What follows belongs to an exercise in optimizing a design on an open flow for small area, a short achievable clock period and few clock cycles; a production flow would make more cautious choices.

the baseline:
==> module posit_arithmetic_operator, before the edit <==
module posit_arithmetic_operator (
  input [1:0] opcode,
  input [15:0] a, b,
  input [13:0] div_q,          
  output [14:0] div_n, div_d,  
  output enc_sign,             
  output [5:0] enc_sf,
  output [13:0] enc_m,
  output nar,                  
  output muldiv_zero,          
  output add_zero              
);
wire [14:0] ta, tb;
wire [5:0] sfa, sfb;
wire [11:0] fa, fb;
wire za, zb, na, nb;
posit_extraction ea (.x(a), .t(ta), .sf(sfa), .f(fa), .zero(za), .nar(na));
posit_extraction eb (.x(b), .t(tb), .sf(sfb), .f(fb), .zero(zb), .nar(nb));
wire sa = a[15];
wire sb = b[15];
wire a_gt_b, a_eq_b;
pgt #(15) cmp (.a(ta), .b(tb), .gt(a_gt_b), .eq(a_eq_b));
wire eff_sub = sa ^ sb ^ opcode[0];
wire sum_zero = a_eq_b & eff_sub;
wire [5:0] sfg = a_gt_b ? sfa : sfb;
wire [11:0] fg = a_gt_b ? fa : fb;
wire [11:0] fs = a_gt_b ? fb : fa;
wire [5:0] d_ab = sfa - sfb;
wire [5:0] d_ba = sfb - sfa;
wire [5:0] shift = a_gt_b ? d_ab : d_ba;
wire [14:0] G = {2'b01, fg, 1'b0};
wire [14:0] S_full = {2'b01, fs, 1'b0};
wire [5:0] sfg_m1 = sfg - 6'd1;
wire [5:0] sfg_m2 = sfg - 6'd2;
wire [14:0] S = (shift[5:4] != 2'b00) ? 15'd0 : (S_full >> shift[3:0]);
wire [11:0] po_a, po_b;
pfx_or #(12) poa (.in(fa), .out(po_a));
pfx_or #(12) pob (.in(fb), .out(po_b));
wire [11:0] po_s = a_gt_b ? po_b : po_a;
wire [15:0] sticky_tab = {2'b11, po_s, 2'b00};
wire sticky = shift[5] ? 1'b0 : shift[4] ? (shift[3:0] != 4'hf) : sticky_tab[shift[3:0]];
wire [14:0] V;
padd #(15) addsub (.a(G), .b(S ^ {15{eff_sub}}), .cin(eff_sub & ~sticky), .s(V), .cout());
wire [11:0] f_far = V[14] ? V[13:2] : V[13] ? V[12:1] : V[11:0];
wire [5:0] sf_far = V[14] ? sfg : V[13] ? sfg_m1 : sfg_m2;
wire [14:0] Sn = (sfa[0] ^ sfb[0]) ? {1'b0, S_full[14:1]} : S_full;
wire [14:0] Vn;
padd #(15) subn (.a(G), .b(~Sn), .cin(1'b1), .s(Vn), .cout());
wire [14:0] nx = opcode[1] ? {div_q, 1'b0} : Vn;
wire [4:0] lzn;
CLZ #(15) clzn (.in(nx), .lz(lzn));
wire [14:0] nxn = nx << lzn[3:0];
wire [11:0] f_norm = nxn[13:2];
wire [11:0] f_near = f_norm;
wire [5:0] sf_near = sfg - {2'b0, lzn[3:0]};
wire near = eff_sub & (shift[5:1] == 5'd0);
wire [11:0] f_as = near ? f_near : f_far;
wire [5:0] sf_as = near ? sf_near : sf_far;
wire [25:0] P;
mul13 mul (.a(fa), .b(fb), .p(P));
wire [5:0] md_sf;
posit_scalar scal (.div(opcode[0]), .a_sf(sfa), .b_sf(sfb), .md_sf(md_sf));
wire fb_gt_fa;
pgt #(12) cmpf (.a(fb), .b(fa), .gt(fb_gt_fa), .eq());
wire lt = a_gt_b & fb_gt_fa;
assign div_n = {1'b1, fa, 2'b0};
assign div_d = lt ? {2'b01, fb, 1'b0} : {1'b1, fb, 2'b0};
wire [11:0] f_d = f_norm;
wire [5:0] sf_d = md_sf - {5'b0, lt} - 6'd1;
reg [13:0] m_r;
reg [5:0] sf_r;
reg s_r;
always @* begin
  case (opcode)
    2'b10: begin m_r = P[25:12]; sf_r = md_sf; s_r = sa ^ sb; end
    2'b11: begin m_r = {1'b1, f_d, 1'b0}; sf_r = sf_d; s_r = sa ^ sb; end
    default: begin
      if (za | zb) begin m_r = {1'b1, fg, 1'b0}; sf_r = sfg_m1; end
      else begin m_r = {1'b1, f_as, 1'b0}; sf_r = sf_as; end
      s_r = a_gt_b ? sa : (sb ^ opcode[0]);
    end
  endcase
end
assign enc_sign = s_r;
assign enc_sf = sf_r;
assign enc_m = m_r;
assign nar = na | nb;
assign muldiv_zero = opcode[1] & (za | zb);
assign add_zero = ~opcode[1] & sum_zero;
endmodule
clock: 10.5 ns
lec_check: 0
abc_area: 1
cap_margin: 20
core_margin: 2
core_utilization: 55
setup_slack_margin: 1.5
slew_margin: 20
tns_end_percent: 5
standard.sh (not shown) runs the stock make flow with config.mk's settings and CLKGATE_MAP_FILE= SYNTH_SCRIPT=/design/flow/synth_recipe.tcl, a recipe that flattens the netlist after the stock synthesis.
==> flow/flow/run.sh <==
#!/bin/bash
# Layout flow: the standard layout (standard.sh), with one synthesis
# setting changed: ADDER_MAP_FILE is left empty, so Yosys does not extract
# full/half adders into sky130 fa/ha cells and ABC maps the arithmetic into
# ordinary gates (faster carry paths). Everything else, including the
# registers the synthesis makes, is the standard flow's.
set -euo pipefail
cd "$(dirname "$0")/.."
sed 's/CLKGATE_MAP_FILE= /CLKGATE_MAP_FILE= ADDER_MAP_FILE= /' standard.sh > standard_noadder.sh
grep -q 'ADDER_MAP_FILE= ' standard_noadder.sh
bash standard_noadder.sh > flow_orfs.log 2>&1 || { tail -50 flow_orfs.log; exit 1; }
test -f out/final.def
The inputs of the candidate differ from those of the baseline as listed below.
-- flow/design.v --
<<< the baseline, line 250
wire [11:0] f_far = V[14] ? V[13:2] : V[13] ? V[12:1] : V[11:0];
wire [5:0] sf_far = V[14] ? sfg : V[13] ? sfg_m1 : sfg_m2;
wire [14:0] Sn = (sfa[0] ^ sfb[0]) ? {1'b0, S_full[14:1]} : S_full;
wire [14:0] Vn;
padd #(15) subn (.a(G), .b(~Sn), .cin(1'b1), .s(Vn), .cout());
wire [14:0] nx = opcode[1] ? {div_q, 1'b0} : Vn;
wire [4:0] lzn;
CLZ #(15) clzn (.in(nx), .lz(lzn));
>>> the candidate, line 250
wire [11:0] f_far = V[14] ? V[13:2] : V[13] ? V[12:1] : V[11:0];
wire [5:0] sf_far = V[14] ? sfg : V[13] ? sfg_m1 : sfg_m2;
wire [14:0] nx = opcode[1] ? {div_q, 1'b0} : V;
wire [4:0] lzn;
CLZ #(15) clzn (.in(nx), .lz(lzn));
### Flow results
- Status: total of max-cap violations parity (the candidate, the baseline)
- The candidate | status: complete | timing, DRC, antenna: pass
- Area fraction in and, or, nand and nor cells after synthesis (the candidate over the baseline): decrease, 1.2 points
- The candidate vs. the baseline: sequential share of layout area stayed essentially flat, via count of the first global-routing pass shrank by 3.8%, routed via count dropped 1.9%.
- Proportion of register bits with asynchronous set or reset after synthesis: the baseline vs the candidate identical
- The candidate vs. the baseline: non-clock buffer count went up by 47%.
No run of this note included a check of the RTL's function; only the layout flow was run.

[what the ideal ports hide]
The results above use ideal ports. As a check the final layouts listed here were re-extracted and re-timed, cells and wires unchanged.
Step 1 (the two cells are an assumption about what drives the block):
set clk [get_ports {clk}]
set_driving_cell -lib_cell sky130_fd_sc_hd__clkbuf_16 $clk
set_driving_cell -lib_cell sky130_fd_sc_hd__buf_2 [delete_from_list [all_inputs] $clk]
Step 2, shift: input delay + t, output delay - t, t = (earliest + latest rising clock arrival at the registers) / 2. This alone moves slack from input paths to output paths.
Three values: ideal ports, drivers, drivers and shift; two values: the first two.
run	t, ns	setup slack, ns	latest minus earliest clock arrival (ns)	worst register clock-pin slew, ns
the baseline	0.402	1.857 / 1.887 / 1.484	0.011 / 0.011	0.06 / 0.06
the candidate	0.398	1.773 / 1.801 / 1.403	0.008 / 0.008	0.06 / 0.06
After both steps every run listed still meets setup and hold. For the baseline, which loses most, drivers alone change the setup slack by +0.030 ns; drivers and shift together by -0.373 ns.
